From an optimization exercise on the open Yosys and OpenROAD flow, aimed at small area, a short achievable clock period and few clock cycles per item; shortcuts taken in it are not production practice. The RTL was checked by simulation tests, not by an equivalence proof against the original design. Power is estimated from default activity; no workload was simulated.

==> design/flow/design.v <==
module SME(clk,reset,chardata,isstring,ispattern,valid,match,match_index);
input clk;
input reset;
input [7:0] chardata;
input isstring;
input ispattern;
output match;
output [4:0] match_index;
output valid;
localparam space = 8'h20;
localparam first = 8'h5E;
localparam last  = 8'h24;
localparam dot   = 8'h2E;
localparam star  = 8'h2A;
reg         isstr_r, isstr_rr;
reg         ispat_r, ispat_rr;
reg  [7:0]  chr_r;               
reg         tStar_r, tDot_r, tLast_r, tFirst_r;
reg  [7:0]  str_r [31:0];
reg  [5:0]  strCnt_r;
reg  [33:0] act_r;
reg         hasStar_r;
reg         frozen_r;
reg  [4:0]  off_r;               
reg  [4:0]  pos_r;
reg         any_r;
reg         fin_r;
reg         valid_r, match_r;
reg  [4:0]  matchIdx_r;
assign valid = valid_r;
assign match = match_r;
assign match_index = matchIdx_r;
integer q;
wire inFirst = (chardata == first);
wire inLast  = (chardata == last);
always @(posedge clk) begin
    if (reset) begin
        isstr_r  <= 1'b0;
        isstr_rr <= 1'b0;
        ispat_r  <= 1'b0;
        ispat_rr <= 1'b0;
    end
    else begin
        isstr_r  <= isstring;
        isstr_rr <= isstr_r;
        ispat_r  <= ispattern;
        ispat_rr <= ispat_r;
    end
    chr_r    <= (inFirst || inLast) ? space : chardata;
    tStar_r  <= (chardata == star);
    tDot_r   <= (chardata == dot);
    tLast_r  <= inLast;
    tFirst_r <= inFirst;
end
always @(posedge clk) begin
    if (isstr_r) begin
        for (q = 0; q < 31; q = q + 1)
            str_r[q] <= str_r[q+1];
        str_r[31] <= chr_r;
    end
end
always @(posedge clk) begin
    if (reset)
        strCnt_r <= 6'd0;
    else if (isstring)
        strCnt_r <= isstr_r ? strCnt_r + 6'd1 : 6'd1;
end
reg  [31:0] eq;
reg  [33:0] startSet;
reg  [33:0] first1;              
reg  [33:0] src;
reg  [33:0] nxt;
reg  [33:0] pre;
reg  [32:0] adv;                 
wire        patFirst = ispat_r && !ispat_rr;
always @(*) begin
    for (q = 0; q < 32; q = q + 1) begin
        eq[q]       = (str_r[q] == chr_r);
        startSet[q] = ({1'b0, strCnt_r} + q >= 7'd32);
    end
    startSet[33:32] = 2'b00;
    first1[0] = startSet[0];
    for (q = 1; q < 34; q = q + 1)
        first1[q] = startSet[q] & !startSet[q-1];
    src = act_r;
    pre = src;
    for (q = 32; q >= 1; q = q - 1) pre[q] = pre[q] | pre[q-1];
    for (q = 32; q >= 2; q = q - 1) pre[q] = pre[q] | pre[q-2];
    for (q = 32; q >= 4; q = q - 1) pre[q] = pre[q] | pre[q-4];
    for (q = 32; q >= 8; q = q - 1) pre[q] = pre[q] | pre[q-8];
    for (q = 32; q >= 16; q = q - 1) pre[q] = pre[q] | pre[q-16];
    for (q = 32; q >= 32; q = q - 1) pre[q] = pre[q] | pre[q-32];
    pre[33] = 1'b0;
    for (q = 0; q < 32; q = q + 1)
        adv[q] = tDot_r | eq[q];
    adv[32] = tLast_r;
    nxt[0] = tFirst_r & first1[0];
    for (q = 1; q < 34; q = q + 1)
        nxt[q] = (src[q-1] & adv[q-1]) | (tFirst_r & first1[q]);
    if (tStar_r)
        nxt = pre;
end
wire       curStar = hasStar_r && !patFirst;
wire       consume = !(tStar_r || tFirst_r);
wire [4:0] strDec  = strCnt_r[4:0] - 5'd1;
wire [4:0] offDec  = off_r - 5'd1;
wire [4:0] offNxt  = patFirst ? (consume ? strDec : strCnt_r[4:0]) :
                     (consume && !hasStar_r) ? offDec : off_r;
always @(posedge clk) begin
    act_r <= ispat_r ? nxt : startSet;
    if (ispat_r)
        off_r <= offNxt;
end
always @(posedge clk) begin
    if (reset) begin
        hasStar_r <= 1'b0;
        frozen_r  <= 1'b0;
    end
    else begin
        hasStar_r <= ispat_r && (curStar || tStar_r);
        frozen_r  <= hasStar_r;
    end
end
function [2:0] pe8;
    input [7:0] v;
    begin
        pe8[2] = ~|v[3:0];
        pe8[1] = pe8[2] ? ~|v[5:4] : ~|v[1:0];
        pe8[0] = pe8[2] ? (pe8[1] ? ~v[6] : ~v[4]) : (pe8[1] ? ~v[2] : ~v[0]);
    end
endfunction
wire [3:0] grpAny = {|act_r[31:24], |act_r[23:16], |act_r[15:8], |act_r[7:0]};
wire [2:0] grpLo0 = pe8(act_r[7:0]);
wire [2:0] grpLo1 = pe8(act_r[15:8]);
wire [2:0] grpLo2 = pe8(act_r[23:16]);
wire [2:0] grpLo3 = pe8(act_r[31:24]);
wire [1:0] grpSel;
assign grpSel[1] = !grpAny[0] && !grpAny[1];
assign grpSel[0] = grpSel[1] ? !grpAny[2] : !grpAny[0];
wire [2:0] grpLo  = grpSel[1] ? (grpSel[0] ? grpLo3 : grpLo2) : (grpSel[0] ? grpLo1 : grpLo0);
wire [4:0] lead   = (|grpAny) ? {grpSel, grpLo} : {4'd0, !act_r[32]};
always @(posedge clk) begin
    if (!frozen_r) pos_r <= lead;
    any_r <= |act_r;
end
always @(posedge clk) begin
    if (reset) begin
        fin_r      <= 1'b0;
        valid_r    <= 1'b0;
        match_r    <= 1'b0;
        matchIdx_r <= 5'd0;
    end
    else begin
        fin_r      <= ispat_rr && !ispat_r;
        valid_r    <= fin_r;
        match_r    <= fin_r && any_r;
        matchIdx_r <= (fin_r && any_r) ? pos_r + off_r : 5'd0;
    end
end
endmodule
==> design/flow/run.sh <==
#!/bin/bash
# synth_recipe.tcl (not shown) runs the flow's synth.tcl, then flattens the netlist and writes it again
# the make line also repeats each setting of config.mk as NAME=value (left out here)
make -C /OpenROAD-flow-scripts/flow DESIGN_CONFIG=/design/flow/config.mk WORK_HOME=/design/flow/orfs CLKGATE_MAP_FILE= SYNTH_SCRIPT=/design/flow/synth_recipe.tcl finish
==> design/flow/config.mk <==
export PLATFORM = sky130hd
export DESIGN_NAME = SME
export DESIGN_NICKNAME = SME
export VERILOG_FILES = /design/flow/design.v
export SDC_FILE = /design/flow/constraint.sdc
export NUM_CORES = 4
export LEC_CHECK = 0
export ABC_CLOCK_PERIOD_IN_PS = 2000
export CAP_MARGIN = 20
export CORE_MARGIN = 2
export CORE_UTILIZATION = 60
export SETUP_SLACK_MARGIN = 2.8
export SLEW_MARGIN = 20
==> design/flow/constraint.sdc <==
create_clock -name core_clock -period 5.0 [get_ports {clk}]
set_input_delay 1.0000 -clock core_clock [delete_from_list [all_inputs] [get_ports {clk}]]
set_output_delay 1.0000 -clock core_clock [all_outputs]
set_load 0.01 [all_outputs]
==> impl_metrics.tcl, run 1 <==
set metrics [dict create \
    worstMarginPinSlew_ns 0.904 \
    diodes 0 \
    r2r-start "act_r[0]$_DFFE_PP_" \
    skew_ns 0.0197 \
    ctsLongestPathBuffers 3 \
    drcViolationCount 0 \
    num-fill-cells 1765 \
    ir_drop_v 0.000433 \
    slew_headroom_pct 39.7 \
    crit_chain "or4_4, nor4b_4, buf_4, nand2_4, nor4_4, buf_4, o32ai_2" \
    hold_path_depth 2 \
    grt-ovfl-total 0 \
    rr_endpoint "pos_r[2]$_SDFFCE_PN0N_" \
    die_h_um 162 \
    cts_made_buffers 36 \
    yosysSeqAreaShare_pct 62.4 \
    arrival_ns 2.47 \
    powerDensity_nw_per_um2 371 \
    final_common_cell "edfxtp_1" \
    viasPerCell 6.05 \
    die_x_um 162 \
    crit_type "reg2reg" \
    setup_ws_ns 2.79 \
    end_kind "register" \
    seqPwrFrac_pct 51.6 \
    path_clk_slew_ns 0.06 \
    grt_use_total_pct 25.1 \
    grt_max_degree 131 \
    cpMaxStageDelayCell "or4_4" \
    yosysWarningCount 2 \
    dr.pass1.iters 5 \
    dieArea_um2 26200 \
    p_sw_uw 1360 \
    grt_pass1_wl_um 50700 \
    min_to "any_r$_DFF_P_" \
    start_util_pct 61.2 \
    fin_cells 1540 \
    worst-r2r-cell-count 7 \
    p_leak_uw 0.00582 \
    nets 1209 \
    ys_ff_latch 332 \
    wl_per_cell_um 21.4 \
    clk_latency_ns 0.53 \
    cts_tree "yes" \
    max-cap-violations 0 \
    fin_crit_sh_pct 44.2 \
    grt_pass1_vias 9081 \
    critPathLaunchType "register" \
    syn_nets 1194 \
    vias 9313 \
    place_inst 1459 \
    ys_async_sr_fraction_pct 0 \
    first_iter_violations 924 \
    power.internal_uw 4860 \
    htree_levels 2 \
    most-common-layout-cells "edfxtp_1 (267), xor2_1 (147), xnor2_1 (118)" \
    cts_root_buf "clkbuf_16" \
    switching_share_pct 21.9 \
    drive_gt1_share_pct 9.70 \
    pre_cts_ws_ns 2.31 \
    outcome "no timing/DRC/antenna violations" \
    synth_cells 1173 \
    dp_hpwl_um 21200 \
    core_region_area_um2 24400 \
    fin_area_um2 16800 \
    fin_util_pct 68.8 \
    gp_congestion 0.963 \
    r2r_slack_ns 2.79 \
    yosysUniqueCellTypes 68 \
    synth_area_um2 14900 \
    ant_nets 0 \
    dpl_cell_area_um2 15400 \
    worstPathMaxFanout 7 \
    max_stage_delay_ns 0.58 \
    fmaxAchievable_mhz 452 \
    p_clk_share_pct 42.2 \
    ys.flop_type "edfxtp_1" \
    grt_setup_unrepaired "yes" \
    hold_class "reg2reg" \
    min_from "act_r[33]$_SDFF_PP0_" \
    setup_viol 0 \
    synth_edf_count 267 \
    required_ns 5.26 \
    antenna_found_initial 0 \
    clock_sinks 332 \
    avgSynthCellArea_um2 12.7 \
    io_pins 19 \
    rows 57 \
    min_period_ns 2.21 \
    hold_violations 0 \
    fin_setup_tns_ns 0 \
    drv_slew 0 \
    cts_hold_buf 0 \
    cpMostUsedCell "buf_4" \
    wirelength_um 32900 \
    p_comb_share_pct 6.2 \
    area_growth_pct 12.3 \
    port_buffers 18 \
]
## power by group through the flow
stage / logic (uW) / registers, uW / clock network, uW
floorplan: 280 / 3230 / 0
global placement: 356 / 3270 / 0
detailed placement: 361 / 3270 / 0
CTS: 371 / 3210 / 2680
global route: 424 / 3220 / 2770
finish: 387 / 3210 / 2630
## critical path, delay by kind of cell, from the launching register on
kind,cells,cell delay [ns]
and+or+nand+nor,4,1.07
DFF,1,0.41
buffers and inverters,2,0.39
AOI/OAI and AO/OA,1,0.08
## timing repair
item,4_1_cts,5_1_grt
endpoints found under the hold margin,0,0
pin swaps,1,6
gates resized for setup,19,19
setup endpoints to repair,40,85
buffers inserted,4,11
cloned,0,0
## kinds of logic (layout without fill, tap and decap cells)
group,Yosys count,after routing,share of synthesized area [%]
AO/OA/AOI/OAI,185,185,8.27
XOR/XNOR,265,265,15.5
adder cells (fa/ha/maj),9,9,0.804
buffers and inverters,92,135,2.41
flip-flops,332,332,62.4
multiplexers,4,4,0.276
AND/OR/NAND/NOR,286,286,10.3
## registers in the layout (all words and copies together) (netlist names)
name and cells:
act_r 34, any_r 1, chr_r 8, fin_r 1
frozen_r 1, hasStar_r 1, ispat_r 1, ispat_rr 1
isstr_r 1, matchIdx_r 5, match_r 1, off_r 5
pos_r 5, strCnt_r 6, str_r 256, tDot_r 1
tFirst_r 1, tLast_r 1, tStar_r 1, valid_r 1
## cell usage after synthesis (4+ instances only)
| cell | instances | share of area, % |
|---|---|---|
| nor2b_1 | 11 | 0.46 |
| nor4_1 | 43 | 1.8 |
| o21ai_0 | 31 | 1.0 |
| nor3b_1 | 4 | 0.20 |
| nand2b_1 | 9 | 0.38 |
| clkbuf_1 | 45 | 1.1 |
| o31ai_1 | 8 | 0.40 |
| and3_1 | 4 | 0.17 |
| dfxtp_1 | 65 | 8.7 |
| ha_1 | 8 | 0.67 |
| xnor2_1 | 118 | 6.9 |
| o21a_1 | 4 | 0.20 |
| a21o_1 | 7 | 0.35 |
| buf_1 | 13 | 0.33 |
| nand4b_1 | 4 | 0.23 |
| a21oi_1 | 55 | 1.8 |
| nand3_1 | 19 | 0.64 |
| inv_1 | 21 | 0.53 |
| a211oi_1 | 5 | 0.25 |
| buf_2 | 12 | 0.40 |
| a41o_1 | 4 | 0.27 |
| and2_1 | 8 | 0.34 |
| a31oi_1 | 8 | 0.34 |
| nand2_1 | 49 | 1.2 |
| nor3_1 | 21 | 0.70 |
| o211ai_1 | 16 | 0.80 |
| o221ai_1 | 5 | 0.29 |
| xor2_1 | 147 | 8.6 |
| edfxtp_1 | 267 | 54 |
| o22ai_1 | 7 | 0.29 |
| or2_2 | 4 | 0.17 |
| nand4_1 | 27 | 1.1 |
| nor2_1 | 64 | 1.6 |
## through the flow
stage / power (uW) / hold WS [ns]
after floorplan: 3510 / 0.389
after global placement: 3620 / 0.402
after detailed placement: 3630 / 0.409
after CTS: 6260 / 0.417
after global routing: 6410 / 0.449
final: 6220 / 0.415
## layout make-up
type / count / area, um2 / share of cell area, %
clock inverters: 19 / 191 / 1.14
well taps: 324 / 405 / 2.42
clock buffers: 47 / 983 / 5.86
inverters: 22 / 82.6 / 0.492
repair buffers: 47 / 420 / 2.51
multi-input cells: 749 / 5340 / 31.8
flip-flops and latches: 332 / 9350 / 55.8
## routing by layer
| metal | vias up | GRT usage [%] | wire length (um) |
|---|---|---|---|
| met5 | - | 0 | 0 |
| met4 | 0 | 6.72 | 636 |
| met3 | 53 | 3.52 | 1670 |
| met2 | 290 | 42.4 | 16200 |
| met1 | 4627 | 34.4 | 14400 |
| li1 | 4343 | - | - |
## how the worst max path moves through the flow
stage | to | slack (ns) | start
final | pos_r[2]$_SDFFCE_PN0N_ | 2.79 | act_r[0]$_DFFE_PP_
after global routing | pos_r[2]$_SDFFCE_PN0N_ | 2.76 | act_r[0]$_DFFE_PP_
after CTS | pos_r[0]$_DFFE_PN_ | 2.81 | act_r[14]$_DFF_P_
after detailed placement | pos_r[2]$_SDFFCE_PN0N_ | 2.31 | act_r[9]$_DFF_P_
after global placement | pos_r[0]$_DFFE_PN_ | 2.38 | act_r[0]$_DFFE_PP_
after floorplan | strCnt_r[4]$_SDFFE_PP0P_ | 2.16 | isstr_r$_SDFF_PP0_
Testbench counts, summed over its fixed seeds: cycles 25,363, patterns 1,963.
==> run 2: changes to the inputs <==
--- a/design/flow/config.mk
+++ b/design/flow/config.mk
@@ -7,3 +7,2 @@
 export LEC_CHECK = 0
-export ABC_CLOCK_PERIOD_IN_PS = 2000
 export CAP_MARGIN = 20
@@ -11,3 +10,6 @@
 export CORE_UTILIZATION = 60
-export SETUP_SLACK_MARGIN = 2.8
+export CTS_BUF_LIST = sky130_fd_sc_hd__clkbuf_16
+export CTS_CLUSTER_DIAMETER = 50
+export CTS_CLUSTER_SIZE = 20
+export SETUP_SLACK_MARGIN = 3.0
 export SLEW_MARGIN = 20
==> run 2 against run 1 <==
Register-to-register slack is essentially flat. Global-route usage grew 0.79 points. Via count grew 0.82%. Flip-flop and latch count is the same. Maximum frequency shrank 0.21%. Clock skew grew 0.0053 ns. Still clean. Non-clock buffer count grew 18. Largest cell class unchanged. Critical endpoint unchanged.
==> impl_metrics.tcl, run 2 <==
set metrics [dict create \
    netlist.area_leader.share_pct 53.7 \
    nets 1227 \
    gp_congestion 0.941 \
    synth_compound_area_share_pct 8.27 \
    wirelength_um 33900 \
    dieArea_um2 26200 \
    area_growth_pct 14.4 \
    skew_ns 0.0249 \
    setup_ws_ns 2.78 \
    vias 9389 \
    yosysUniqueCellTypes 68 \
    clock_sinks 332 \
    syn_nets 1194 \
    grt_pass1_wl_um 52200 \
    p_leak_uw 0.00594 \
    ctsLongestPathBuffers 3 \
    fin_area_um2 17100 \
    num-fill-cells 1711 \
    clk_latency_ns 0.52 \
    worstPathMaxFanout 6 \
    port_buffers 18 \
    grt_use_total_pct 25.9 \
    r2r_slack_ns 2.78 \
    hold_class "reg2reg" \
    hold_violations 0 \
    register_area_um2 9370 \
    fin_cells 1554 \
    outcome "no timing/DRC/antenna violations" \
    worstMarginPinSlew_ns 1.04 \
    grt_pass1_vias 9130 \
    end_kind "register" \
    diodes 0 \
    drcViolationCount 0 \
    core_region_area_um2 24400 \
    path_clk_slew_ns 0.07 \
    grt-ovfl-total 0 \
    slew_headroom_pct 30.6 \
    antenna_found_initial 0 \
    post-synth-top-area-cell "edfxtp_1" \
    ys_ff_latch 332 \
    synth_top_family_by_area "XOR/XNOR gates" \
    min_period_ns 2.22 \
    yosys.area_share.simple_pct 10.3 \
    required_ns 5.25 \
    htree_levels 2 \
    cts_tree "yes" \
    die_x_um 162 \
    drv_slew 0 \
    ys_async_sr_fraction_pct 0 \
    io_pins 19 \
    largest_reg_flops 256 \
    viasPerCell 6.04 \
    synth_xor_xnor_area_share_pct 15.5 \
    fmaxAchievable_mhz 451 \
    pre_cts_ws_ns 2.40 \
    first_iter_violations 833 \
    ys.flop_type "edfxtp_1" \
    total_power_uw 6240 \
    grt_max_degree 161 \
    wl_per_cell_um 21.8 \
    regMostFlops "str_r" \
    ir_drop_v 0.000371 \
    die_h_um 162 \
    cts_root_buf "clkbuf_16" \
    avgSynthCellArea_um2 12.7 \
    netlist_top_cells_area "edfxtp_1 (54%), dfxtp_1 (8.7%), xor2_1 (8.6%)" \
    yosysWarningCount 2 \
    drive_gt1_share_pct 14.4 \
    worst-r2r-cell-count 8 \
    fin_setup_tns_ns 0 \
    critPathLaunchType "register" \
    rows 57 \
    dr.pass1.iters 7 \
    rr_endpoint "pos_r[2]$_SDFFCE_PN0N_" \
    synth_fa_ha_area_share_pct 0.804 \
    start_util_pct 61.2 \
    layout_top_registers "str_r: 256 flops, act_r: 34 flops, chr_r: 8 flops" \
    worstSetupStartpoint "act_r[6]$_DFF_P_" \
    cts_made_buffers 35 \
    r2r-start "act_r[6]$_DFF_P_" \
    dp_hpwl_um 22100 \
    final_common_cell "edfxtp_1" \
    synth_mux_area_share_pct 0.276 \
    most-common-layout-cells "edfxtp_1 (267), xor2_1 (147), xnor2_1 (118)" \
    dpl_cell_area_um2 15400 \
    powerDensity_nw_per_um2 365 \
    max-cap-violations 0 \
    synth_cells 1173 \
    synth_edf_count 267 \
    crit_end "pos_r[2]$_SDFFCE_PN0N_" \
    synth.most_common_cell "edfxtp_1" \
    multi_input_area_um2 5480 \
    synth_commonest_cells "edfxtp_1 (267), xor2_1 (147), xnor2_1 (118)" \
    arrival_ns 2.46 \
    ant_nets 0 \
    synth_area_um2 14900 \
    setup_viol 0 \
    yosysSeqAreaShare_pct 62.4 \
    fin_crit_sh_pct 44.3 \
    crit_type "reg2reg" \
    grt_setup_unrepaired "yes" \
    place_inst 1459 \
]
## run 2: cell count changes in the layout (fill, tap and decap cells not counted), moves of 4 or more
cell / previous run / this run
inv_6: 2 / 9
buf_4: 24 / 33
dfxtp_1: 51 / 45
clkbuf_1: 8 / 0
dfxtp_4: 6 / 11
buf_6: 3 / 8
dlygate4sd2_1: 7 / 0
inv_8: 0 / 5
clkinv_1: 10 / 1
buf_2: 0 / 7
clkinv_8: 0 / 4
## run 2: power by group
part / switching, uW / total [uW] / internal [uW]
combinational: 246 / 441 / 195
clock: 1200 / 2610 / 1410
sequential: 92.9 / 3180 / 3090
total: 1540 / 6240 / 4700
## run 2: area by class of cell
class	instances	share of cell area (%)
Clock buffer	35	5.12
Timing Repair Buffer	65	3.43
Tap cell	324	2.37
Sequential cell	332	54.8
Multi-Input combinational cell	750	32.1
Inverter	22	0.505
Clock inverter	26	1.65
## run 2: logic make-up (layout without fill, tap and decap cells)
group | Yosys count | count (layout)
flops | 332 | 332
buf+inv | 92 | 148
mux | 4 | 4
compound gates | 185 | 185
fa+ha+maj | 9 | 9
simple gates | 286 | 287
xor+xnor | 265 | 265
## run 2: worst min path at each step
stage	from	end	slack (ns)	cells after the start
floorplan	act_r[33]$_SDFF_PP0_	any_r$_DFF_P_	0.39	2
global placement	act_r[33]$_SDFF_PP0_	any_r$_DFF_P_	0.45	2
detailed placement	act_r[15]$_DFF_P_	act_r[16]$_DFF_P_	0.45	2
CTS	act_r[15]$_DFF_P_	act_r[16]$_DFF_P_	0.46	2
global route	str_r[13][7]$_DFFE_PP_	str_r[12][7]$_DFFE_PP_	0.47	0
finish	act_r[15]$_DFF_P_	act_r[16]$_DFF_P_	0.45	2
## run 2: repair_timing
| action | in CTS | in global routing |
|---|---|---|
| hold buffers | 0 | 0 |
| gates cloned | 0 | 1 |
| pin swaps | 5 | 6 |
| buffers inserted | 15 | 18 |
| setup endpoints to repair | 46 | 40 |
| gates resized for setup | 68 | 34 |
## run 2: metal layers
metal	routed length [um]	vias to the layer above	global-route usage (%)
met4	854	0	6.96
met1	14900	4667	35.9
li1	-	4383	-
met2	16400	267	42.9
met5	0	-	0
met3	1780	72	4.16
## run 2: metrics by stage
step | util (%) | hold WS (ns)
final | 70.1 | 0.455
after global routing | 70.1 | 0.470
after CTS | 68.8 | 0.458
after detailed placement | 63.2 | 0.452
after global placement | 63.2 | 0.448
after floorplan | - | 0.389
## run 2: worst max-delay path, stage by stage (launching register included)
cell     delay, ns
dfxtp_2       0.33
or4_4         0.58
nor4b_4       0.31
buf_4         0.19
buf_12        0.10
nand2_4       0.05
nor4_4        0.14
buf_6         0.18
o32ai_2       0.08
==> run 3: changes to the inputs <==
--- a/design/flow/config.mk
+++ b/design/flow/config.mk
@@ -13,3 +13,3 @@
 export CTS_CLUSTER_SIZE = 20
-export SETUP_SLACK_MARGIN = 3.0
+export SETUP_SLACK_MARGIN = 2.8
 export SLEW_MARGIN = 20
==> run 3 against run 2 <==
Via count shrank 0.80%. Synthesized cell count is the same. Worst hold slack lost 0.022 ns. Global-route usage shrank 0.69 points. Wire length shrank 2.9%. Setup slack gained 0.028 ns. Cell count shrank 1.1%. Largest power group unchanged.
==> impl_metrics.tcl, run 3 <==
set metrics [dict create \
    ys_ff_latch 332 \
    min_to "any_r$_DFF_P_" \
    io_pins 19 \
    clk_latency_ns 0.52 \
    yosysWarningCount 2 \
    cts_made_buffers 34 \
    ctsLongestPathBuffers 3 \
    worstSetupStartpoint "act_r[0]$_DFFE_PP_" \
    diodes 0 \
    powerDensity_nw_per_um2 365 \
    avgSynthCellArea_um2 12.7 \
    grt_max_degree 131 \
    regMostFlops "str_r" \
    drv_slew 0 \
    synth_area_um2 14900 \
    die_h_um 162 \
    hold_violations 0 \
    ys.flop_type "edfxtp_1" \
    cts_root_buf "clkbuf_16" \
    worst-r2r-cell-count 7 \
    setup_viol 0 \
    wirelength_um 32900 \
    p_leak_uw 0.00579 \
    wl_per_cell_um 21.4 \
    nets 1209 \
    wl_met2_um 16000 \
    fin_crit_sh_pct 43.8 \
    grt_setup_unrepaired "yes" \
    met3_wirelength_um 1790 \
    min_period_ns 2.19 \
    synth.most_common_cell "edfxtp_1" \
    post-synth-top-area-cell "edfxtp_1" \
    final_common_cell "edfxtp_1" \
    synth_edf_count 267 \
    synth_commonest_cells "edfxtp_1 (267), xor2_1 (147), xnor2_1 (118)" \
    yosysUniqueCellTypes 68 \
    total_power_uw 6090 \
    drcViolationCount 0 \
    yosysSeqAreaShare_pct 62.4 \
    dieArea_um2 26200 \
    vias 9314 \
    cts_tree "yes" \
    first_iter_violations 1041 \
    ir_drop_v 0.000376 \
    viasPerCell 6.06 \
    core_region_area_um2 24400 \
    hold_path_depth 2 \
    htree_levels 2 \
    gp_congestion 0.963 \
    max-cap-violations 0 \
    min_from "act_r[33]$_SDFF_PP0_" \
    netlist.area_leader.share_pct 53.7 \
    fin_setup_tns_ns 0 \
    fmaxAchievable_mhz 457 \
    dr.pass1.iters 5 \
    outcome "no timing/DRC/antenna violations" \
    port_buffers 18 \
    crit_type "reg2reg" \
    layout_top_registers "str_r: 256 flops, act_r: 34 flops, chr_r: 8 flops" \
    antenna_found_initial 0 \
    ant_nets 0 \
    end_kind "register" \
    clock_sinks 332 \
    wl_met1_um 14400 \
    hold_class "reg2reg" \
    grt-ovfl-total 0 \
    worstMarginPinSlew_ns 0.894 \
    netlist_top_cells_area "edfxtp_1 (54%), dfxtp_1 (8.7%), xor2_1 (8.6%)" \
    critPathLaunchType "register" \
    die_x_um 162 \
    required_ns 5.25 \
    grt_pass1_wl_um 50900 \
    r2r_slack_ns 2.81 \
    slew_headroom_pct 40.4 \
    worstPathMaxFanout 7 \
    grt_use_total_pct 25.2 \
    r2r-start "act_r[0]$_DFFE_PP_" \
    syn_nets 1194 \
    start_util_pct 61.2 \
    ys_async_sr_fraction_pct 0 \
    rows 57 \
    top_layer_used "met4" \
    drive_gt1_share_pct 10.2 \
    dp_hpwl_um 21200 \
    most-common-layout-cells "edfxtp_1 (267), xor2_1 (147), xnor2_1 (118)" \
    synth_cells 1173 \
    rr_endpoint "pos_r[2]$_SDFFCE_PN0N_" \
    area_growth_pct 11.7 \
    largest_reg_flops 256 \
    arrival_ns 2.44 \
    skew_ns 0.0209 \
    cts_hold_buf 0 \
    path_clk_slew_ns 0.07 \
    grt_pass1_vias 9112 \
]
[run 3: power breakdown]
part           switching (uW)  internal [uW]  total, uW
Clock                    1130           1380       2500
Sequential                114           3090       3210
Combinational             212            171        383
Total                    1450           4640       6090
[run 3: through the flow]
stage	utilization (%)	std cells	cell area [um2]	setup slack (ns)	hold slack, ns
2_1_floorplan	-	1173	14900	2.16	0.389
3_3_place_gp	63.1	1459	15400	2.38	0.402
3_5_place_dp	63.1	1459	15400	2.31	0.409
4_1_cts	67.9	1524	16600	2.82	0.426
5_1_grt	68.4	1537	16700	2.79	0.452
6_report	68.4	1537	16700	2.81	0.433
[run 3: how the worst max path moves through the flow]
| stage | endpoint | slack, ns | cells past startpoint |
|---|---|---|---|
| floorplan | strCnt_r[4]$_SDFFE_PP0P_ | 2.16 | 3 |
| global placement | pos_r[0]$_DFFE_PN_ | 2.38 | 5 |
| detailed placement | pos_r[2]$_SDFFCE_PN0N_ | 2.31 | 5 |
| CTS | pos_r[0]$_DFFE_PN_ | 2.82 | 7 |
| global route | pos_r[0]$_DFFE_PN_ | 2.79 | 7 |
| finish | pos_r[2]$_SDFFCE_PN0N_ | 2.81 | 7 |
[run 3: cell families after synthesis]
logic type / count (synthesis) / synth area share [%]
AOI/OAI and AO/OA: 185 / 8.27
muxes: 4 / 0.276
DFF: 332 / 62.4
and+or+nand+nor: 286 / 10.3
buffers and inverters: 92 / 2.41
xor gates and xnor gates: 265 / 15.5
adders and majority gates: 9 / 0.804
[run 3: worst max-delay path: stages (launching register included)]
cell and delay [ns]:
edfxtp_1 0.40, or4_4 0.57, nor4b_4 0.25, buf_4 0.19
nand2_4 0.06, nor4_4 0.19, buf_4 0.18, o32ai_1 0.09
[run 3: layout make-up]
class,count,area (um2)
flip-flops and latches,332,9350
clock buffers,35,876
clock inverters,26,236
multi-input cells,749,5300
repair buffers,49,435
inverters,22,82.6
fillers,1782,7700
well taps,324,405
[run 3: routing by layer]
layer / global-route usage, % / vias to the layer above
met4: 7.04 / 0
met1: 34.7 / 4612
met5: 0 / -
li1: - / 4326
met2: 42.4 / 309
met3: 3.37 / 67
[run 3: repair_timing]
item	in CTS	in global routing
pin swaps	1	1
setup buffers	4	13
endpoints found under the setup margin	40	82
gates resized for setup	20	10
cloned	0	0
==> run 4: changes to the inputs <==
--- a/design/flow/config.mk
+++ b/design/flow/config.mk
@@ -11,4 +11,4 @@
 export CTS_BUF_LIST = sky130_fd_sc_hd__clkbuf_16
-export CTS_CLUSTER_DIAMETER = 50
-export CTS_CLUSTER_SIZE = 20
+export CTS_CLUSTER_DIAMETER = 60
+export CTS_CLUSTER_SIZE = 24
 export SETUP_SLACK_MARGIN = 2.8
==> run 4 against run 3 <==
Still clean. Register-to-register slack is essentially flat. Worst hold slack better by 0.00098 ns. Wire length down 1.2%. Design area fell by 1.2%. First-iteration DRC count is 20% lower. Die area is the same. Clock-buffer cell count is 8 lower. Non-clock buffer count down 4. Maximum frequency is 0.17% lower. Utilization is 0.84 points lower. Critical path type unchanged.
==> impl_metrics.tcl, run 4 <==
set metrics [dict create \
    synth_cells 1173 \
    hold_class "reg2reg" \
    dpl_cell_area_um2 15400 \
    synth_mux_area_share_pct 0.276 \
    rows 57 \
    synth_fa_ha_area_share_pct 0.804 \
    avgSynthCellArea_um2 12.7 \
    netlist.area_leader.share_pct 53.7 \
    final_common_cell "edfxtp_1" \
    synth.most_common_cell "edfxtp_1" \
    total_power_uw 5760 \
    ant_nets 0 \
    r2r-start "act_r[15]$_DFF_P_" \
    cts_root_buf "clkbuf_16" \
    worstMarginPinSlew_ns 0.889 \
    post-synth-top-area-cell "edfxtp_1" \
    synth_compound_area_share_pct 8.27 \
    dieArea_um2 26200 \
    arrival_ns 2.47 \
    setup_ws_ns 2.81 \
    ys_ff_latch 332 \
    clk_latency_ns 0.55 \
    multi_input_area_um2 5310 \
    pre_cts_ws_ns 2.31 \
    regMostFlops "str_r" \
    wl_per_cell_um 21.4 \
    diodes 0 \
    cts_tree "yes" \
    clock_sinks 332 \
    most-common-layout-cells "edfxtp_1 (267), xor2_1 (147), xnor2_1 (118)" \
    layout_top_registers "str_r: 256 flops, act_r: 34 flops, chr_r: 8 flops" \
    yosysWarningCount 2 \
    fmaxAchievable_mhz 456 \
    drcViolationCount 0 \
    skew_ns 0.0210 \
    hold_path_depth 2 \
    fin_crit_sh_pct 43.8 \
    worstPathMaxFanout 7 \
    netlist_top_cells_area "edfxtp_1 (54%), dfxtp_1 (8.7%), xor2_1 (8.6%)" \
    min_period_ns 2.19 \
    yosys.area_share.simple_pct 10.3 \
    synth_xor_xnor_area_share_pct 15.5 \
    vias 9205 \
    end_kind "register" \
    slew_headroom_pct 40.7 \
    drive_gt1_share_pct 8.86 \
    dr.pass1.iters 5 \
    ys.flop_type "edfxtp_1" \
    outcome "no timing/DRC/antenna violations" \
    core_region_area_um2 24400 \
    htree_levels 1 \
    worst-r2r-cell-count 7 \
    wirelength_um 32500 \
    min_from "act_r[33]$_SDFF_PP0_" \
    cts_made_buffers 26 \
    required_ns 5.28 \
    grt_max_degree 131 \
    fin_setup_tns_ns 0 \
    p_leak_uw 0.00567 \
    ctsLongestPathBuffers 3 \
    crit_type "reg2reg" \
    ir_drop_v 0.000380 \
    syn_nets 1194 \
    area_growth_pct 10.3 \
    synth_top_family_by_area "XOR/XNOR gates" \
    synth_area_um2 14900 \
    port_buffers 18 \
    first_iter_violations 830 \
    drv_slew 0 \
    ys_async_sr_fraction_pct 0 \
    synth_commonest_cells "edfxtp_1 (267), xor2_1 (147), xnor2_1 (118)" \
    fin_area_um2 16500 \
    largest_reg_flops 256 \
    rr_endpoint "pos_r[2]$_SDFFCE_PN0N_" \
    synth_edf_count 267 \
    dp_hpwl_um 21200 \
    io_pins 19 \
    grt_use_total_pct 24.7 \
    grt_pass1_vias 8990 \
    gp_congestion 0.963 \
    grt_pass1_wl_um 50100 \
    critPathLaunchType "register" \
    grt-ovfl-total 0 \
    grt_setup_unrepaired "yes" \
    min_to "any_r$_DFF_P_" \
    yosysSeqAreaShare_pct 62.4 \
    powerDensity_nw_per_um2 349 \
    path_clk_slew_ns 0.08 \
    setup_viol 0 \
    r2r_slack_ns 2.81 \
    viasPerCell 6.06 \
    yosysUniqueCellTypes 68 \
    start_util_pct 61.2 \
    num-fill-cells 1818 \
    nets 1197 \
    die_h_um 162 \
    hold_violations 0 \
    antenna_found_initial 0 \
    max-cap-violations 0 \
    register_area_um2 9350 \
    die_x_um 162 \
]
## run 4: how the worst max path moves through the flow
stage,cells past startpoint,start,end,slack [ns]
2_1_floorplan,3,isstr_r$_SDFF_PP0_,strCnt_r[4]$_SDFFE_PP0P_,2.16
3_3_place_gp,5,act_r[0]$_DFFE_PP_,pos_r[0]$_DFFE_PN_,2.38
3_5_place_dp,5,act_r[9]$_DFF_P_,pos_r[2]$_SDFFCE_PN0N_,2.31
4_1_cts,1,matchIdx_r[1]$_SDFF_PP0_,match_index[1],2.81
5_1_grt,7,act_r[14]$_DFF_P_,pos_r[0]$_DFFE_PN_,2.77
6_report,7,act_r[15]$_DFF_P_,pos_r[2]$_SDFFCE_PN0N_,2.81
## run 4: area by class of cell
type	instances	area share, %
clock buffer	27	4.10
timing repair buffer	45	2.47
clock inverter	21	1.53
sequential	332	56.7
tap	324	2.46
inverter	22	0.501
multi-input combinational	749	32.2
## run 4: cell families after synthesis
group                    count (synthesis)
multiplexers                             4
AO/OA/AOI/OAI                          185
AND/OR/NAND/NOR                        286
XOR/XNOR                               265
adder cells (fa/ha/maj)                  9
buffers and inverters                   92
flip-flops                             332
## run 4: metrics by stage
step / cells / utilization (%) / hold slack [ns]
after global placement: 1459 / 63.1 / 0.402
final: 1520 / 67.6 / 0.434
after floorplan: 1173 / - / 0.389
after global routing: 1520 / 67.6 / 0.463
after CTS: 1511 / 67.1 / 0.436
after detailed placement: 1459 / 63.1 / 0.409
## run 4: what timing repair did
| item | 4_1_cts | 5_1_grt |
|---|---|---|
| gates resized for setup | 22 | 10 |
| pin swaps | 1 | 0 |
| hold buffers | 0 | 0 |
| buffers inserted | 4 | 9 |
| gates cloned | 0 | 0 |
| setup endpoints to repair | 40 | 85 |
## run 4: per-layer routing
metal / vias up / track usage (%) / part of all wire (%)
li1: 4315 / - / -
met1: 4557 / 34.1 / 44
met2: 281 / 42.0 / 49
met3: 52 / 2.96 / 5.4
met4: 0 / 6.40 / 2.1
met5: - / 0 / 0
## run 4: report_power, final
| group | switching [uW] | internal, uW | total [uW] |
|---|---|---|---|
| logic | 210 | 170 | 380 |
| clock network | 1100 | 1070 | 2170 |
| registers | 114 | 3090 | 3200 |
| total | 1430 | 4330 | 5760 |
## run 4: worst max-delay path: stages, from the launching register on
cell and delay [ns]:
dfxtp_1 0.33, or4_4 0.57, nor4b_4 0.31, buf_4 0.19, nand2_4 0.06, nor4_4 0.19, buf_4 0.18, o32ai_1 0.09
==> run 5: changes to the inputs <==
--- a/design/flow/config.mk
+++ b/design/flow/config.mk
@@ -11,4 +11,4 @@
 export CTS_BUF_LIST = sky130_fd_sc_hd__clkbuf_16
-export CTS_CLUSTER_DIAMETER = 60
-export CTS_CLUSTER_SIZE = 24
+export CTS_CLUSTER_DIAMETER = 85
+export CTS_CLUSTER_SIZE = 26
 export SETUP_SLACK_MARGIN = 2.8
==> run 5 against run 4 <==
Critical path type unchanged. Clock skew decreased by 0.0081 ns. Cell count is 1.3% lower. Clock power down 33%. Largest cell class unchanged. Utilization decreased by 1.9 points. Setup slack worse by 0.012 ns. Flip-flop and latch count stayed put. Combinational power about the same. Worst hold slack worse by 0.0057 ns. Largest power group unchanged. Sequential power barely moved. Critical endpoint is now pos_r[0]$_DFFE_PN_. Via count down 0.54%.
==> impl_metrics.tcl, run 5 <==
set metrics [dict create \
    outcome "no timing/DRC/antenna violations" \
    p_sw_uw 1150 \
    wl_per_cell_um 21.5 \
    required_ns 5.25 \
    layout_top_registers "str_r: 256 flops, act_r: 34 flops, chr_r: 8 flops" \
    ir_drop_v 0.000276 \
    die_h_um 162 \
    powerDensity_nw_per_um2 314 \
    port_buffers 18 \
    largest_reg_flops 256 \
    syn_nets 1194 \
    dr.pass1.iters 5 \
    yosysSeqAreaShare_pct 62.4 \
    fin_area_um2 16000 \
    wirelength_um 32200 \
    crit_chain "or4_4, nor4b_4, buf_4, nand2_4, nor4_4, buf_4, a22oi_1" \
    cts_hold_buf 0 \
    start_util_pct 61.2 \
    worstMarginPinSlew_ns 0.899 \
    r2r-start "act_r[14]$_DFF_P_" \
    cts_made_buffers 16 \
    avgSynthCellArea_um2 12.7 \
    worstPathMaxFanout 7 \
    gr-usage-met2_pct 41.4 \
    ys_ff_latch 332 \
    antenna_found_initial 0 \
    min_from "act_r[33]$_SDFF_PP0_" \
    cpMostUsedCell "buf_4" \
    skew_ns 0.0128 \
    yosysWarningCount 2 \
    gp_congestion 0.963 \
    synth_area_um2 14900 \
    total_power_uw 5040 \
    viasPerCell 6.10 \
    end_kind "register" \
    p_clk_share_pct 28.9 \
    grt_setup_unrepaired "yes" \
    rr_endpoint "pos_r[0]$_DFFE_PN_" \
    synth_cells 1173 \
    use_met1_pct 34.3 \
    dpl_cell_area_um2 15400 \
    cts_tree "yes" \
    drive_gt1_share_pct 6.97 \
    most-common-layout-cells "edfxtp_1 (267), xor2_1 (147), xnor2_1 (118)" \
    area_growth_pct 7.29 \
    crit_type "reg2reg" \
    seqPwrFrac_pct 63.6 \
    regMostFlops "str_r" \
    power.internal_uw 3880 \
    vias 9155 \
    slew_headroom_pct 40.1 \
    switching_share_pct 22.9 \
    num-fill-cells 1862 \
    synth.most_common_cell "edfxtp_1" \
    p_leak_uw 0.00550 \
    clk_latency_ns 0.51 \
    drcViolationCount 0 \
    diodes 0 \
    netlist.area_leader.share_pct 53.7 \
    fin_crit_sh_pct 44.1 \
    path_delay_family "simple AND/OR/NAND/NOR gates" \
    dieArea_um2 26200 \
    fin_setup_tns_ns 0 \
    worst-r2r-cell-count 7 \
    ys_async_sr_fraction_pct 0 \
    clock_sinks 332 \
    fmaxAchievable_mhz 454 \
    met3_usage_pct 2.48 \
    path_clk_slew_ns 0.11 \
    first_iter_violations 932 \
    grt_pass1_vias 8895 \
    setup_viol 0 \
    min_to "any_r$_DFF_P_" \
    fin_util_pct 65.7 \
    arrival_ns 2.46 \
    r2r_slack_ns 2.80 \
    htree_levels 1 \
    io_pins 19 \
    grt_pass1_wl_um 49700 \
    ctsLongestPathBuffers 3 \
    rows 57 \
    drv_slew 0 \
    hold_class "reg2reg" \
    ant_nets 0 \
    cts_root_buf "clkbuf_16" \
    final_common_cell "edfxtp_1" \
    cpMaxStageDelayCell "or4_4" \
    synth_commonest_cells "edfxtp_1 (267), xor2_1 (147), xnor2_1 (118)" \
    core_region_area_um2 24400 \
    p_comb_share_pct 7.5 \
    grt_max_degree 131 \
    worst-path-buf-inv 2 \
    critPathLaunchType "register" \
    nets 1188 \
    post-synth-top-area-cell "edfxtp_1" \
    hold_violations 0 \
    dp_hpwl_um 21200 \
    gr-max-usage-layer "met2" \
    grt_use_total_pct 24.5 \
    netlist_top_cells_area "edfxtp_1 (54%), dfxtp_1 (8.7%), xor2_1 (8.6%)" \
    min_period_ns 2.20 \
    max_stage_delay_ns 0.56 \
    synth_edf_count 267 \
    ys.flop_type "edfxtp_1" \
    die_x_um 162 \
    grt-ovfl-total 0 \
    yosysUniqueCellTypes 68 \
    max-cap-violations 0 \
    hold_path_depth 2 \
]
run 5: cell counts after synthesis:
No cell type changed its count.
run 5: cells by family after synthesis:
group	count (synthesis)	share of synthesized area (%)
DFF	332	62.4
and+or+nand+nor	286	10.3
muxes	4	0.276
xor gates and xnor gates	265	15.5
adders and majority gates	9	0.804
AOI/OAI and AO/OA	185	8.27
buffers and inverters	92	2.41
run 5: tightest hold or removal path: stages (launching register included):
cell     delay, ns
dfxtp_1       0.33
nor2_1        0.04
nand2_1       0.04
run 5: power by group through the flow:
stage / Clock, uW / Sequential (uW) / Combinational (uW)
finish: 1450 / 3200 / 380
floorplan: 0 / 3230 / 280
global placement: 0 / 3270 / 356
CTS: 1490 / 3210 / 370
detailed placement: 0 / 3270 / 361
global route: 1580 / 3220 / 418
run 5: layout make-up:
class	instances	area [um2]	share of cell area, %
multi-input combinational	749	5310	33.1
clock inverter	11	41.3	0.258
sequential	332	9350	58.3
tap	324	405	2.53
timing repair buffer	46	413	2.58
clock buffer	17	425	2.65
inverter	22	82.6	0.515
run 5: through the flow:
stage | worst slack (ns) | std cells | hold slack (ns)
after floorplan | 2.16 | 1173 | 0.389
after global placement | 2.38 | 1459 | 0.402
after detailed placement | 2.31 | 1459 | 0.409
after CTS | 2.80 | 1491 | 0.430
after global routing | 2.77 | 1501 | 0.460
final | 2.80 | 1501 | 0.428
run 5: worst max-delay path by stage:
stage               depth (start not counted)                       end          startpoint
floorplan                                   3  strCnt_r[4]$_SDFFE_PP0P_  isstr_r$_SDFF_PP0_
global placement                            5        pos_r[0]$_DFFE_PN_  act_r[0]$_DFFE_PP_
detailed placement                          5    pos_r[2]$_SDFFCE_PN0N_    act_r[9]$_DFF_P_
CTS                                         7        pos_r[0]$_DFFE_PN_    act_r[6]$_DFF_P_
global route                                7        pos_r[0]$_DFFE_PN_   act_r[14]$_DFF_P_
finish                                      7        pos_r[0]$_DFFE_PN_   act_r[14]$_DFF_P_
run 5: layer usage:
| layer | share of wire [%] | up-vias |
|---|---|---|
| met2 | 48 | 274 |
| met5 | 0 | - |
| met3 | 5.2 | 54 |
| met4 | 2.2 | 0 |
| met1 | 44 | 4563 |
| li1 | - | 4264 |
run 5: repair_timing:
action                                  in CTS  in global routing
pin swaps                                    1                  0
resized for setup                           20                 11
endpoints found under the setup margin      39                 88
setup buffers                                4                 10
==> run 6: changes to the inputs <==
--- a/design/flow/config.mk
+++ b/design/flow/config.mk
@@ -11,4 +11,4 @@
 export CTS_BUF_LIST = sky130_fd_sc_hd__clkbuf_16
-export CTS_CLUSTER_DIAMETER = 85
-export CTS_CLUSTER_SIZE = 26
+export CTS_CLUSTER_DIAMETER = 70
+export CTS_CLUSTER_SIZE = 36
 export SETUP_SLACK_MARGIN = 2.8
==> run 6 against run 5 <==
Global-route usage rose by 0.18 points. Cell count is 0.33% higher. Still clean on timing, DRC and antenna. Largest power group unchanged. Synthesized cell count stayed put. Design area grew 1.1%. Synthesized area stayed put. Sequential share of layout area down 0.64 points. Critical path depth down 6.
==> impl_metrics.tcl, run 6 <==
set metrics [dict create \
    synth_area_um2 14900 \
    critPathLaunchType "register" \
    outcome "no timing/DRC/antenna violations" \
    use_met1_pct 33.9 \
    cts_made_buffers 18 \
    p_leak_uw 0.00556 \
    diodes 0 \
    layout_top_registers "str_r: 256 flops, act_r: 34 flops, chr_r: 8 flops" \
    synth.most_common_cell "edfxtp_1" \
    yosysWarningCount 2 \
    dp_hpwl_um 21200 \
    seqPwrFrac_pct 60.1 \
    first_iter_violations 996 \
    fin_area_um2 16200 \
    nets 1191 \
    drcViolationCount 0 \
    netlist_top_cells_area "edfxtp_1 (54%), dfxtp_1 (8.7%), xor2_1 (8.6%)" \
    netlist.area_leader.share_pct 53.7 \
    dr.pass1.iters 5 \
    worst-r2r-cell-count 7 \
    hold_violations 0 \
    vias 9184 \
    gr-max-usage-layer "met2" \
    setup_viol 0 \
    slew_headroom_pct 39.4 \
    regMostFlops "str_r" \
    synth_cells 1173 \
    syn_nets 1194 \
    grt_pass1_vias 8959 \
    ant_nets 0 \
    final_common_cell "edfxtp_1" \
    min_to "any_r$_DFF_P_" \
    port_buffers 18 \
    r2r-start "act_r[6]$_DFF_P_" \
    cts_tree "yes" \
    crit_type "reg2out" \
    gr-usage-met2_pct 42.3 \
    fin_setup_tns_ns 0 \
    area_growth_pct 8.51 \
    die_h_um 162 \
    ys_ff_latch 332 \
    dieArea_um2 26200 \
    yosysUniqueCellTypes 68 \
    p_sw_uw 1250 \
    path_clk_slew_ns 0.10 \
    synth_commonest_cells "edfxtp_1 (267), xor2_1 (147), xnor2_1 (118)" \
    required_ns 4.00 \
    grt_setup_unrepaired "no" \
    worstPathMaxFanout 1 \
    avgSynthCellArea_um2 12.7 \
    min_from "act_r[33]$_SDFF_PP0_" \
    wirelength_um 32500 \
    skew_ns 0.0219 \
    synth_edf_count 267 \
    grt_pass1_wl_um 49900 \
    end_kind "output pin" \
    largest_reg_flops 256 \
    yosysSeqAreaShare_pct 62.4 \
    max-cap-violations 0 \
    switching_share_pct 23.5 \
    arrival_ns 1.16 \
    ys_async_sr_fraction_pct 0 \
    grt_use_total_pct 24.6 \
    grt-ovfl-total 0 \
    fmaxAchievable_mhz 463 \
    cpMaxStageDelayCell "dfxtp_1" \
    start_util_pct 61.2 \
    post-synth-top-area-cell "edfxtp_1" \
    max_stage_delay_ns 0.37 \
    rr_endpoint "pos_r[0]$_DFFE_PN_" \
    gp_congestion 0.963 \
    hold_class "reg2reg" \
    dpl_cell_area_um2 15400 \
    min_period_ns 2.16 \
    powerDensity_nw_per_um2 329 \
    wl_per_cell_um 21.5 \
    rows 57 \
    met3_usage_pct 2.76 \
    core_region_area_um2 24400 \
    grt_max_degree 131 \
    crit_chain "dlygate4sd2_1" \
    worst-path-buf-inv 1 \
    viasPerCell 6.10 \
    cts_hold_buf 0 \
    power.internal_uw 4080 \
    p_clk_share_pct 32.8 \
    ctsLongestPathBuffers 3 \
    clock_sinks 332 \
    htree_levels 1 \
    path_delay_family "flip-flops" \
    p_comb_share_pct 7.1 \
    fin_crit_sh_pct 43.2 \
    drv_slew 0 \
    ys.flop_type "edfxtp_1" \
    drive_gt1_share_pct 7.87 \
    most-common-layout-cells "edfxtp_1 (267), xor2_1 (147), xnor2_1 (118)" \
    io_pins 19 \
    ir_drop_v 0.000300 \
    cts_root_buf "clkbuf_16" \
    antenna_found_initial 0 \
    clk_latency_ns 0.53 \
    r2r_slack_ns 2.86 \
    worstMarginPinSlew_ns 0.909 \
    hold_path_depth 2 \
    die_x_um 162 \
]
[run 6: cell counts after synthesis]
Identical to the previous run, type by type.
[run 6: worst max-delay path by stage]
stage                                     to                     start  depth (start not counted)  slack, ns
finish                        match_index[1]  matchIdx_r[1]$_SDFF_PP0_                          1       2.84
global route               act_r[26]$_DFF_P_          act_r[2]$_DFF_P_                          6       2.80
CTS                       pos_r[0]$_DFFE_PN_         act_r[16]$_DFF_P_                          6       2.81
detailed placement    pos_r[2]$_SDFFCE_PN0N_          act_r[9]$_DFF_P_                          5       2.31
global placement          pos_r[0]$_DFFE_PN_        act_r[0]$_DFFE_PP_                          5       2.38
floorplan           strCnt_r[4]$_SDFFE_PP0P_        isstr_r$_SDFF_PP0_                          3       2.16
[run 6: routing by layer]
layer	wire [um]	vias up
li1	-	4275
met1	14200	4558
met2	15900	304
met3	1650	47
met4	733	0
met5	0	-
[run 6: kinds of logic (layout without fill, tap and decap cells)]
family	count (synthesis)	in the layout	synth area share, %
fa+ha+maj	9	9	0.804
xor+xnor	265	265	15.5
flops	332	332	62.4
buf+inv	92	101	2.41
simple gates	286	286	10.3
mux	4	4	0.276
compound gates	185	185	8.27
[run 6: power by group through the flow]
stage                     sequential [uW]  combinational (uW)  clock, uW
after floorplan                      3230                 280          0
after global placement               3270                 356          0
after detailed placement             3270                 361          0
after CTS                            3210                 372       1790
after global routing                 3220                 419       1860
final                                3200                 381       1750
[run 6: repair_timing]
item | in CTS | in global routing
gates resized for setup | 20 | 12
pin swaps | 1 | 3
gates cloned | 0 | 0
setup buffers | 5 | 10
setup endpoints to repair | 40 | 84
[run 6: layout make-up]
class,count,area [um2]
inverters,22,82.6
fillers,1829,8180
clock inverters,12,146
repair buffers,47,424
multi-input cells,749,5300
well taps,324,405
flip-flops and latches,332,9350
clock buffers,20,500
[run 6: through the flow]
| step | hold WS (ns) | setup WS, ns | util, % | power (uW) | cells |
|---|---|---|---|---|---|
| floorplan | 0.389 | 2.16 | - | 3510 | 1173 |
| global placement | 0.402 | 2.38 | 63.1 | 3620 | 1459 |
| detailed placement | 0.409 | 2.31 | 63.1 | 3630 | 1459 |
| CTS | 0.424 | 2.81 | 66.0 | 5370 | 1496 |
| global route | 0.450 | 2.80 | 66.5 | 5500 | 1506 |
| finish | 0.430 | 2.84 | 66.5 | 5330 | 1506 |
==> run 7: changes to the inputs <==
--- a/design/flow/config.mk
+++ b/design/flow/config.mk
@@ -9,6 +9,6 @@
 export CORE_MARGIN = 2
-export CORE_UTILIZATION = 60
+export CORE_UTILIZATION = 70
 export CTS_BUF_LIST = sky130_fd_sc_hd__clkbuf_16
 export CTS_CLUSTER_DIAMETER = 70
-export CTS_CLUSTER_SIZE = 36
+export CTS_CLUSTER_SIZE = 30
 export SETUP_SLACK_MARGIN = 2.8
==> run 7 against run 6 <==
Setup slack worse by 0.051 ns. Synthesized cell count is the same. Wire length fell by 1.3%. Sequential share of layout area up 0.74 points. Clock skew rose by 0.0034 ns. Die area down 14%. Critical path depth grew 6. Critical endpoint is now pos_r[2]$_SDFFCE_PN0N_.
==> impl_metrics.tcl, run 7 <==
set metrics [dict create \
    path_delay_family "simple AND/OR/NAND/NOR gates" \
    antenna_found_initial 0 \
    regMostFlops "str_r" \
    place_inst 1410 \
    hold_class "reg2reg" \
    area_growth_pct 7.19 \
    grt_pass1_vias 9021 \
    grt_max_degree 166 \
    htree_levels 1 \
    ant_nets 0 \
    cts_hold_buf 0 \
    wirelength_um 32000 \
    start_util_pct 71.3 \
    drcViolationCount 0 \
    final_common_cell "edfxtp_1" \
    ir_drop_v 0.000297 \
    viasPerCell 6.43 \
    outcome "no timing/DRC/antenna violations" \
    register_area_um2 9360 \
    ys_async_sr_fraction_pct 0 \
    slew_headroom_pct 38.4 \
    vias 9307 \
    rows 53 \
    synth_cells 1173 \
    io_pins 19 \
    multi_input_area_um2 5320 \
    dieArea_um2 22500 \
    cts_tree "yes" \
    synth_area_um2 14900 \
    fmaxAchievable_mhz 453 \
    ys.flop_type "edfxtp_1" \
    ys_ff_latch 332 \
    fin_util_pct 76.4 \
    path_clk_slew_ns 0.11 \
    clk_latency_ns 0.52 \
    grt_pass1_wl_um 50300 \
    max_stage_delay_ns 0.58 \
    crit_chain "or4_4, nor4b_4, buf_4, nand2_4, nor4_4, buf_6, o32ai_2" \
    required_ns 5.26 \
    avgSynthCellArea_um2 12.7 \
    num-fill-cells 1306 \
    max-cap-violations 0 \
    critPathLaunchType "register" \
    netlist_top_cells_area "edfxtp_1 (54%), dfxtp_1 (8.7%), xor2_1 (8.6%)" \
    min_period_ns 2.21 \
    layout_top_registers "str_r: 256 flops, act_r: 34 flops, chr_r: 8 flops" \
    wl_per_cell_um 22.1 \
    fin_crit_sh_pct 44.2 \
    nets 1184 \
    drive_gt1_share_pct 8.01 \
    drv_slew 0 \
    arrival_ns 2.47 \
    cts_root_buf "clkbuf_16" \
    end_kind "register" \
    skew_ns 0.0253 \
    largest_reg_flops 256 \
    clock_sinks 332 \
    die_h_um 150 \
    fin_setup_tns_ns 0 \
    post-synth-top-area-cell "edfxtp_1" \
    yosysWarningCount 2 \
    die_x_um 150 \
    dr.pass1.iters 5 \
    worstPathMaxFanout 7 \
    p_leak_uw 0.00548 \
    diodes 0 \
    syn_nets 1194 \
    synth.most_common_cell "edfxtp_1" \
    fin_cells 1448 \
    whs_ns 0.457 \
    core_region_area_um2 21000 \
    synth_commonest_cells "edfxtp_1 (267), xor2_1 (147), xnor2_1 (118)" \
    synth_edf_count 267 \
    grt_use_total_pct 29.0 \
    setup_viol 0 \
    netlist.area_leader.share_pct 53.7 \
    worst-path-buf-inv 2 \
    ctsLongestPathBuffers 3 \
    cts_made_buffers 16 \
    worstMarginPinSlew_ns 0.924 \
    first_iter_violations 782 \
    hold_violations 0 \
    total_power_uw 5150 \
    grt_setup_unrepaired "yes" \
    crit_type "reg2reg" \
    gp_congestion 1.01 \
    most-common-layout-cells "edfxtp_1 (267), xor2_1 (147), xnor2_1 (118)" \
    dp_hpwl_um 21600 \
    r2r_slack_ns 2.79 \
    port_buffers 18 \
    yosysSeqAreaShare_pct 62.4 \
    powerDensity_nw_per_um2 321 \
    yosysUniqueCellTypes 68 \
    grt-ovfl-total 0 \
    cpMaxStageDelayCell "or4_4" \
]
-- run 7: worst paths after layout --
| kind | cells after the start | end | startpoint |
|---|---|---|---|
| setup / recovery | 7 | pos_r[2]$_SDFFCE_PN0N_ | act_r[6]$_DFF_P_ |
| hold reg to reg | 2 | any_r$_DFF_P_ | act_r[33]$_SDFF_PP0_ |
| setup reg to reg | 7 | pos_r[2]$_SDFFCE_PN0N_ | act_r[6]$_DFF_P_ |
| hold / removal | 2 | any_r$_DFF_P_ | act_r[33]$_SDFF_PP0_ |
-- run 7: cells by family after synthesis --
group	count (synthesis)	synth area share (%)
DFF	332	62.4
buffers and inverters	92	2.41
and+or+nand+nor	286	10.3
muxes	4	0.276
AOI/OAI and AO/OA	185	8.27
xor gates and xnor gates	265	15.5
adders and majority gates	9	0.804
-- run 7: timing repair --
item,4_1_cts,5_1_grt
pin swaps,1,1
gates resized for setup,21,19
endpoints found under the setup margin,40,28
buffers inserted,4,6
-- run 7: report_power, final --
part           internal [uW]  switching, uW  leakage [uW]  total, uW
clock                    698            862      0.000270       1560
combinational            170            216       0.00216        386
sequential              3090            108       0.00305       3200
total                   3960           1190       0.00548       5150
-- run 7: layer usage --
layer | wire length, um | global-route usage [%]
met2 | 15800 | 48.9
met1 | 13400 | 40.2
met3 | 2030 | 4.03
met5 | 0 | 0
met4 | 789 | 7.64
-- run 7: worst min-delay path: stages (launching register included) --
cell and delay (ns):
dfxtp_1 0.32, nor2_1 0.06, nand2_1 0.06
-- run 7: final cells by class --
| cell class | count | share of cell area [%] |
|---|---|---|
| timing repair buffer | 42 | 2.39 |
| sequential | 332 | 58.4 |
| clock inverter | 11 | 0.641 |
| clock buffer | 17 | 2.66 |
| inverter | 22 | 0.539 |
| tap | 275 | 2.15 |
| multi-input combinational | 749 | 33.2 |
-- run 7: through the flow --
step	cell area [um2]	setup slack (ns)
6_report	16000	2.79
2_1_floorplan	14900	2.16
4_1_cts	15900	2.78
3_5_place_dp	15300	2.31
3_3_place_gp	15300	2.46
5_1_grt	16000	2.76
==> run 8: changes to the inputs <==
--- a/design/flow/config.mk
+++ b/design/flow/config.mk
@@ -9,3 +9,3 @@
 export CORE_MARGIN = 2
-export CORE_UTILIZATION = 70
+export CORE_UTILIZATION = 50
 export CTS_BUF_LIST = sky130_fd_sc_hd__clkbuf_16
==> run 8 against run 7 <==
Non-clock buffer count fell by 1. Clock power rose by 33%. Critical path depth fell by 2. Synthesized cell count did not move. Die area rose by 39%. Clock-buffer cell count rose by 6. Setup slack got worse by 0.054 ns. First-iteration DRC count rose by 17%. Global-route usage fell by 8.0 points. Design area rose by 3.0%. Largest power group unchanged.
==> impl_metrics.tcl, run 8 <==
set metrics [dict create \
    netlist_top_cells_area "edfxtp_1 (54%), dfxtp_1 (8.7%), xor2_1 (8.6%)" \
    grt_pass1_vias 9011 \
    vias 9095 \
    arrival_ns 2.54 \
    cts_tree "yes" \
    synth.most_common_cell "edfxtp_1" \
    min_period_ns 2.26 \
    outcome "no timing/DRC/antenna violations" \
    synth_fa_ha_area_share_pct 0.804 \
    cts_root_buf "clkbuf_16" \
    worst-path-buf-inv 1 \
    synth_compound_area_share_pct 8.27 \
    syn_nets 1194 \
    drive_gt1_share_pct 8.86 \
    core_region_area_um2 29600 \
    htree_levels 1 \
    skew_ns 0.0209 \
    yosysUniqueCellTypes 68 \
    grt_setup_unrepaired "yes" \
    grt-ovfl-total 0 \
    yosysWarningCount 2 \
    port_buffers 18 \
    p_leak_uw 0.00561 \
    rows 63 \
    avgSynthCellArea_um2 12.7 \
    area_growth_pct 10.4 \
    powerDensity_nw_per_um2 343 \
    most-common-layout-cells "edfxtp_1 (267), xor2_1 (147), xnor2_1 (118)" \
    synth_mux_area_share_pct 0.276 \
    ant_nets 0 \
    die_h_um 177 \
    worstPathMaxFanout 4 \
    end_kind "register" \
    ys.flop_type "edfxtp_1" \
    max_stage_delay_ns 0.60 \
    diodes 0 \
    drcViolationCount 0 \
    synth_top_family_by_area "XOR/XNOR gates" \
    setup_viol 0 \
    clk_latency_ns 0.55 \
    synth_xor_xnor_area_share_pct 15.5 \
    nets 1190 \
    path_delay_family "simple AND/OR/NAND/NOR gates" \
    num-fill-cells 2469 \
    cts_made_buffers 23 \
    viasPerCell 5.77 \
    crit_type "reg2reg" \
    io_pins 19 \
    synth_area_um2 14900 \
    place_inst 1526 \
    layout_top_registers "str_r: 256 flops, act_r: 34 flops, chr_r: 8 flops" \
    dp_hpwl_um 21400 \
    wirelength_um 32700 \
    fin_setup_tns_ns 0 \
    crit_chain "or4_4, buf_4, or2_2, o21ai_0, a22oi_2" \
    largest_reg_flops 256 \
    grt_pass1_wl_um 50900 \
    max-cap-violations 0 \
    critPathLaunchType "register" \
    yosysSeqAreaShare_pct 62.4 \
    ys_async_sr_fraction_pct 0 \
    grt_use_total_pct 21.0 \
    start_util_pct 50.5 \
    gp_congestion 0.950 \
    first_iter_violations 916 \
    antenna_found_initial 0 \
    final_common_cell "edfxtp_1" \
    worstMarginPinSlew_ns 0.816 \
    hold_violations 0 \
    cpMaxStageDelayCell "or4_4" \
    slew_headroom_pct 45.6 \
    synth_commonest_cells "edfxtp_1 (267), xor2_1 (147), xnor2_1 (118)" \
    post-synth-top-area-cell "edfxtp_1" \
    dr.pass1.iters 5 \
    fmaxAchievable_mhz 442 \
    dieArea_um2 31300 \
    required_ns 5.28 \
    synth_edf_count 267 \
    ctsLongestPathBuffers 3 \
    ys_ff_latch 332 \
    path_clk_slew_ns 0.10 \
    whs_ns 0.438 \
    wl_per_cell_um 20.8 \
    synth_cells 1173 \
    hold_class "reg2reg" \
    grt_max_degree 145 \
    regMostFlops "str_r" \
    drv_slew 0 \
    fin_cells 1575 \
    die_x_um 177 \
    clock_sinks 332 \
    yosys.area_share.simple_pct 10.3 \
    ir_drop_v 0.000297 \
    netlist.area_leader.share_pct 53.7 \
    fin_crit_sh_pct 45.3 \
]
==> run 8: cell counts after synthesis <==
No cell type changed its count.
==> run 8: metrics by stage <==
stage	instance area (um2)	setup WS [ns]	total power (uW)	utilization (%)
after global placement	15500	2.41	3620	52.3
after global routing	16500	2.70	5860	55.8
after detailed placement	15500	2.34	3630	52.3
after floorplan	14900	2.16	3510	-
after CTS	16400	2.79	5710	55.4
final	16500	2.74	5660	55.8
==> run 8: layout make-up <==
| cell class | count | area [um2] | area share [%] |
|---|---|---|---|
| Inverter | 22 | 82.6 | 0.501 |
| Tap cell | 390 | 488 | 2.96 |
| Clock inverter | 18 | 260 | 1.58 |
| Timing Repair Buffer | 41 | 377 | 2.28 |
| Sequential cell | 332 | 9360 | 56.7 |
| Clock buffer | 23 | 576 | 3.49 |
| Multi-Input combinational cell | 749 | 5350 | 32.5 |
==> run 8: worst paths after layout <==
| check | start | to | slack (ns) | cells after the start |
|---|---|---|---|---|
| max reg2reg | act_r[0]$_DFFE_PP_ | pos_r[0]$_DFFE_PN_ | 2.74 | 5 |
| max | act_r[0]$_DFFE_PP_ | pos_r[0]$_DFFE_PN_ | 2.74 | 5 |
| min reg2reg | act_r[33]$_SDFF_PP0_ | any_r$_DFF_P_ | 0.44 | 2 |
| min | act_r[33]$_SDFF_PP0_ | any_r$_DFF_P_ | 0.44 | 2 |
==> run 8: cells by family (layout without fill, tap and decap cells) <==
| kind of cell | after synthesis | count (layout) |
|---|---|---|
| DFF | 332 | 332 |
| and+or+nand+nor | 286 | 286 |
| xor gates and xnor gates | 265 | 265 |
| AOI/OAI and AO/OA | 185 | 185 |
| buffers and inverters | 92 | 104 |
| adders and majority gates | 9 | 9 |
| muxes | 4 | 4 |
==> run 8: power breakdown <==
| part | switching (uW) | total [uW] | internal (uW) |
|---|---|---|---|
| logic | 216 | 385 | 169 |
| registers | 106 | 3200 | 3090 |
| clock network | 1100 | 2080 | 982 |
| total | 1420 | 5660 | 4240 |
==> run 8: routing by layer <==
layer / wire length [um] / up-vias / GRT usage (%)
met5: 0 / - / 0
met4: 845 / 0 / 5.51
met2: 15900 / 229 / 35.4
met3: 1360 / 62 / 2.60
li1: - / 4287 / -
met1: 14600 / 4517 / 28.8
==> run 8: what timing repair did <==
action,CTS,global route
pin swaps,2,6
hold buffers,0,0
resized for setup,19,25
gates cloned,0,0
buffers inserted,7,1
endpoints found under the setup margin,35,23
==> run 8: worst min-delay path, cell delays in order (launching register included) <==
cell and delay, ns:
dfxtp_1 0.32, nor2_1 0.04, nand2_1 0.05

## static timing again, ports no longer ideal
The flow's constraints put no driver on any port. The routed layouts listed below were extracted and timed again, unchanged, in two steps. Step 1 (the two cells are an assumption about what drives the block):
set clk [get_ports {clk}]
set_driving_cell -lib_cell sky130_fd_sc_hd__clkbuf_16 $clk
set_driving_cell -lib_cell sky130_fd_sc_hd__buf_2 [delete_from_list [all_inputs] $clk]
Step 2 times the ports against the registers' clock, not the clock port: input delays grow and output delays shrink by t, the midpoint of the rising clock arrivals with the driver on. a / b / c = ideal ports / drivers / drivers and shift; a / b = the first two.
| run | t (ns) | setup WS [ns] | pins driven straight from the clock port |
|---|---|---|---|
| run 1 | 0.564 | 2.789 / 2.789 / 2.502 | 1 |
| run 2 | 0.562 | 2.784 / 2.784 / 2.538 | 1 |
| run 3 | 0.555 | 2.812 / 2.812 / 2.503 | 1 |
| run 4 | 0.591 | 2.809 / 2.788 / 2.504 | 1 |
| run 5 | 0.554 | 2.797 / 2.797 / 2.546 | 1 |
| run 6 | 0.566 | 2.842 / 2.792 / 2.519 | 1 |
| run 7 | 0.554 | 2.791 / 2.791 / 2.557 | 1 |
| run 8 | 0.593 | 2.737 / 2.737 / 2.539 | 1 |
After both steps setup and hold are still met in every run listed. For run 6, which loses most, drivers alone change the setup slack by -0.050 ns; drivers and shift together by -0.323 ns.
